From an optimization exercise on the open Yosys and OpenROAD flow, aimed at small area, a short achievable clock period and few clock cycles per item; shortcuts taken in it are not production practice.
Where RTL was checked, it was by simulation tests only, not by an equivalence proof against the original.

== the previous run ==
Design biriscv_divider, start of the top module:
module biriscv_divider
(
     input           clk_i
    ,input           rst_i
    ,input           opcode_valid_i
    ,input  [ 31:0]  opcode_opcode_i
    ,input  [ 31:0]  opcode_pc_i
    ,input           opcode_invalid_i
    ,input  [  4:0]  opcode_rd_idx_i
    ,input  [  4:0]  opcode_ra_idx_i
    ,input  [  4:0]  opcode_rb_idx_i
    ,input  [ 31:0]  opcode_ra_operand_i
    ,input  [ 31:0]  opcode_rb_operand_i
    ,output          writeback_valid_o
    ,output [ 31:0]  writeback_value_o
);
==> module biriscv_divider, before the edit <==
module biriscv_divider
(
     input           clk_i
    ,input           rst_i
    ,input           opcode_valid_i
    ,input  [ 31:0]  opcode_opcode_i
    ,input  [ 31:0]  opcode_pc_i
    ,input           opcode_invalid_i
    ,input  [  4:0]  opcode_rd_idx_i
    ,input  [  4:0]  opcode_ra_idx_i
    ,input  [  4:0]  opcode_rb_idx_i
    ,input  [ 31:0]  opcode_ra_operand_i
    ,input  [ 31:0]  opcode_rb_operand_i
    ,output          writeback_valid_o
    ,output [ 31:0]  writeback_value_o
);
function low_mask32;
    input [31:0] x;
    begin
        low_mask32 = ~|(x[31:1] & ~x[30:0]);
    end
endfunction
wire div_rem_inst_w = ((opcode_opcode_i & 32'hfe00707f)  == 32'h2004033)  ||
                      ((opcode_opcode_i & 32'hfe00707f) == 32'h2005033) ||
                      ((opcode_opcode_i & 32'hfe00707f)  == 32'h2006033)  ||
                      ((opcode_opcode_i & 32'hfe00707f) == 32'h2007033);
wire start_w  = opcode_valid_i & div_rem_inst_w;
wire signed_w = ~opcode_opcode_i[12];    
wire div_w    = ~opcode_opcode_i[13];    
wire [31:0] a_w = opcode_ra_operand_i;
wire [31:0] b_w = opcode_rb_operand_i;
wire a_neg_w  = signed_w & a_w[31];
wire b_neg_w  = signed_w & b_w[31];
wire [31:0] a_abs_w = a_neg_w ? -a_w : a_w;
wire [31:0] a_inv_w = a_w ^ {32{a_neg_w}};
wire [31:0] b_inv_w = b_w ^ {32{b_neg_w}};
wire [5:0]  za_w;
wire [5:0]  zb_w;
biriscv_divider_clz u_clz_a (.x_i(a_inv_w), .z_o(za_w));
biriscv_divider_clz u_clz_b (.x_i(b_inv_w), .z_o(zb_w));
wire        pa_w    = a_neg_w & low_mask32(a_inv_w);
wire        pb_w    = b_neg_w & low_mask32(b_inv_w);
wire        b_zero_w = zb_w[5] & ~b_neg_w;
wire [5:0]  za_x_w   = za_w - {5'b0, pa_w};
wire [5:0]  zb_x_w   = zb_w - {5'b0, pb_w};
wire [6:0]  shift_w  = {1'b0, zb_x_w} - {1'b0, za_x_w};
wire        no_q_w   = shift_w[6] | b_zero_w;
wire [4:0]  sh_w     = {shift_w[4:1], 1'b1};
wire [64:0] e_sh_w   = {1'b1, ~b_inv_w, {32{~b_neg_w}}} << sh_w;
wire [32:0] e_init_w = e_sh_w[64:32];
reg        busy_q;
reg        valid_q;
reg [3:0]  cnt_q;
reg        div_q;       
reg        neg_q;       
reg [31:0] r_q;         
reg [32:0] e_q;         
reg        c_q;         
reg [31:0] q_q;         
wire [33:0] sub1_w  = {2'b0, r_q} + {1'b1, e_q} + {33'b0, c_q};
wire        q1_w    = ~sub1_w[33];
wire [31:0] r1_w    = q1_w ? sub1_w[31:0] : r_q;
wire [32:0] e1_w    = {1'b1, e_q[32:1]};
wire [33:0] sub2_w  = {2'b0, r1_w} + {1'b1, e1_w} + {33'b0, c_q};
wire        q2_w    = ~sub2_w[33];
wire [31:0] r2_w    = q2_w ? sub2_w[31:0] : r1_w;
always @(posedge clk_i or posedge rst_i)
if (rst_i)
begin
    busy_q  <= 1'b0;
    valid_q <= 1'b0;
    cnt_q   <= 4'b0;
end
else if (busy_q)
begin
    cnt_q   <= cnt_q - 4'd1;
    if (cnt_q == 4'd0)
    begin
        valid_q <= 1'b1;
        busy_q  <= 1'b0;
    end
    else
        valid_q <= 1'b0;
end
else
begin
    cnt_q   <= sh_w[4:1];
    valid_q <= start_w & no_q_w;
    busy_q  <= start_w & ~no_q_w;
end
always @(posedge clk_i)
if (busy_q)
begin
    r_q <= r2_w;
    e_q <= {2'b11, e_q[32:2]};
    q_q <= {q_q[29:0], q1_w, q2_w};
end
else
begin
    r_q   <= a_abs_w;
    e_q   <= e_init_w;
    c_q   <= ~b_neg_w;
    q_q   <= {32{b_zero_w}};
    div_q <= div_w;
    neg_q <= div_w ? (a_neg_w ^ b_neg_w) & ~b_zero_w : a_neg_w;
end
wire [31:0] res_w = div_q ? q_q : r_q;
assign writeback_valid_o = valid_q;
assign writeback_value_o = neg_q ? -res_w : res_w;
endmodule
==> flow/config.mk <==
export PLATFORM = sky130hd
export DESIGN_NAME = biriscv_divider
export DESIGN_NICKNAME = biriscv_divider
export VERILOG_FILES = /design/flow/design.v
export SDC_FILE = /design/flow/constraint.sdc
export NUM_CORES = 8
export LEC_CHECK = 0
export CAP_MARGIN = 20
export CORE_MARGIN = 2
export CORE_UTILIZATION = 40
export SETUP_SLACK_MARGIN = 1.5
export SLEW_MARGIN = 20
==> flow/constraint.sdc <==
create_clock -name core_clock -period 7.0 [get_ports {clk_i}]
set_input_delay 1.4000 -clock core_clock [delete_from_list [all_inputs] [get_ports {clk_i}]]
set_output_delay 1.4000 -clock core_clock [all_outputs]
set_load 0.01 [all_outputs]
standard.sh (not shown) runs the stock make flow with config.mk's settings and CLKGATE_MAP_FILE= SYNTH_SCRIPT=/design/flow/synth_recipe.tcl, a recipe that flattens the netlist after the stock synthesis.
==> flow/flow/run.sh <==
#!/bin/bash
# Standard layout, with plain buffers (buf_1) on the ports instead of the
# default delay cells; repair resizes them where timing needs it.
set -euo pipefail
export BUFFER_PORTS_ARGS="-buffer_cell sky130_fd_sc_hd__buf_1"
bash standard.sh > standard.log 2>&1
Testbench counts of the previous run, summed over its fixed seeds: cycles 19,588, ops 4,800.
--- input diff the previous run..the current run ---
--- a/flow/design.v
+++ b/flow/design.v
@@ -54,17 +54,19 @@
 reg        div_q;       
 reg        neg_q;       
 reg [31:0] r_q;         
 reg [32:0] e_q;         
 reg        c_q;         
 reg [31:0] q_q;         
-wire [33:0] sub1_w  = {2'b0, r_q} + {1'b1, e_q} + {33'b0, c_q};
+wire [34:0] sum1_w  = {2'b0, r_q, 1'b1} + {1'b1, e_q, c_q};
+wire [33:0] sub1_w  = sum1_w[34:1];
 wire        q1_w    = ~sub1_w[33];
 wire [31:0] r1_w    = q1_w ? sub1_w[31:0] : r_q;
 wire [32:0] e1_w    = {1'b1, e_q[32:1]};
-wire [33:0] sub2_w  = {2'b0, r1_w} + {1'b1, e1_w} + {33'b0, c_q};
+wire [34:0] sum2_w  = {2'b0, r1_w, 1'b1} + {1'b1, e1_w, c_q};
+wire [33:0] sub2_w  = sum2_w[34:1];
 wire        q2_w    = ~sub2_w[33];
 wire [31:0] r2_w    = q2_w ? sub2_w[31:0] : r1_w;
 always @(posedge clk_i or posedge rst_i)
 if (rst_i)
 begin
     busy_q  <= 1'b0;
@@ -88,28 +90,30 @@
     valid_q <= start_w & no_q_w;
     busy_q  <= start_w & ~no_q_w;
 end
 always @(posedge clk_i)
 if (busy_q)
 begin
-    r_q <= r2_w;
+    if (div_q && cnt_q == 4'd0)
+        r_q <= {q_q[29:0], q1_w, q2_w};
+    else
+        r_q <= r2_w;
     e_q <= {2'b11, e_q[32:2]};
     q_q <= {q_q[29:0], q1_w, q2_w};
 end
 else
 begin
-    r_q   <= a_abs_w;
+    r_q   <= (div_w & no_q_w) ? {32{b_zero_w}} : a_abs_w;
     e_q   <= e_init_w;
     c_q   <= ~b_neg_w;
-    q_q   <= {32{b_zero_w}};
+    q_q   <= 32'b0;
     div_q <= div_w;
     neg_q <= div_w ? (a_neg_w ^ b_neg_w) & ~b_zero_w : a_neg_w;
 end
-wire [31:0] res_w = div_q ? q_q : r_q;
 assign writeback_valid_o = valid_q;
-assign writeback_value_o = neg_q ? -res_w : res_w;
+assign writeback_value_o = neg_q ? -r_q : r_q;
 endmodule
 module biriscv_divider_clz
 (
      input  [31:0] x_i
     ,output [5:0]  z_o
 );
Findings:
The higher routed wire length came out of the current run. Against the previous run, the current run comes in 10% lower on number of well taps. Die span in y in the current run is 2.4% below the previous run. The current run vs the previous run: area added between synthesis and finish up in the current run. Compared the current run against the previous run; worst clock skew within noise. The previous run ended up with primary input to register as its start-to-end type of the worst setup path; the current run ended up with register to register. Combined buffer and inverter count along the critical path came out lower on the current run than on the previous run.
For the current run, only the layout was checked, not whether the RTL still works.

separate check: timing with driven ports:
How much do the figures lean on ideal ports? The routed layouts below were timed once more, with nothing changed but the port constraints.
Step 1 assumes that a clkbuf_16 drives the clock port and a buf_2 every other input.
Step 2 also shifts input and output timing later by t, the mid clock arrival at the registers, as if the neighbouring blocks saw the same clock.
a / b / c = ideal / step 1 / step 2; a / b = the first two.
| run | t (ns) | slack for setup (ns) | worst hold slack (ns) | clock arrival spread, ns |
|---|---|---|---|---|
| the previous run | 0.403 | 1.491 / 1.516 / 1.113 | 0.456 / 0.456 / 0.456 | 0.007 / 0.007 |
| the current run | 0.397 | 1.496 / 1.496 / 1.154 | 0.448 / 0.448 / 0.448 | 0.011 / 0.011 |
After both steps setup and hold are still met in every run listed. For the previous run, which loses most, drivers alone change the setup slack by +0.025 ns; drivers and shift together by -0.378 ns.
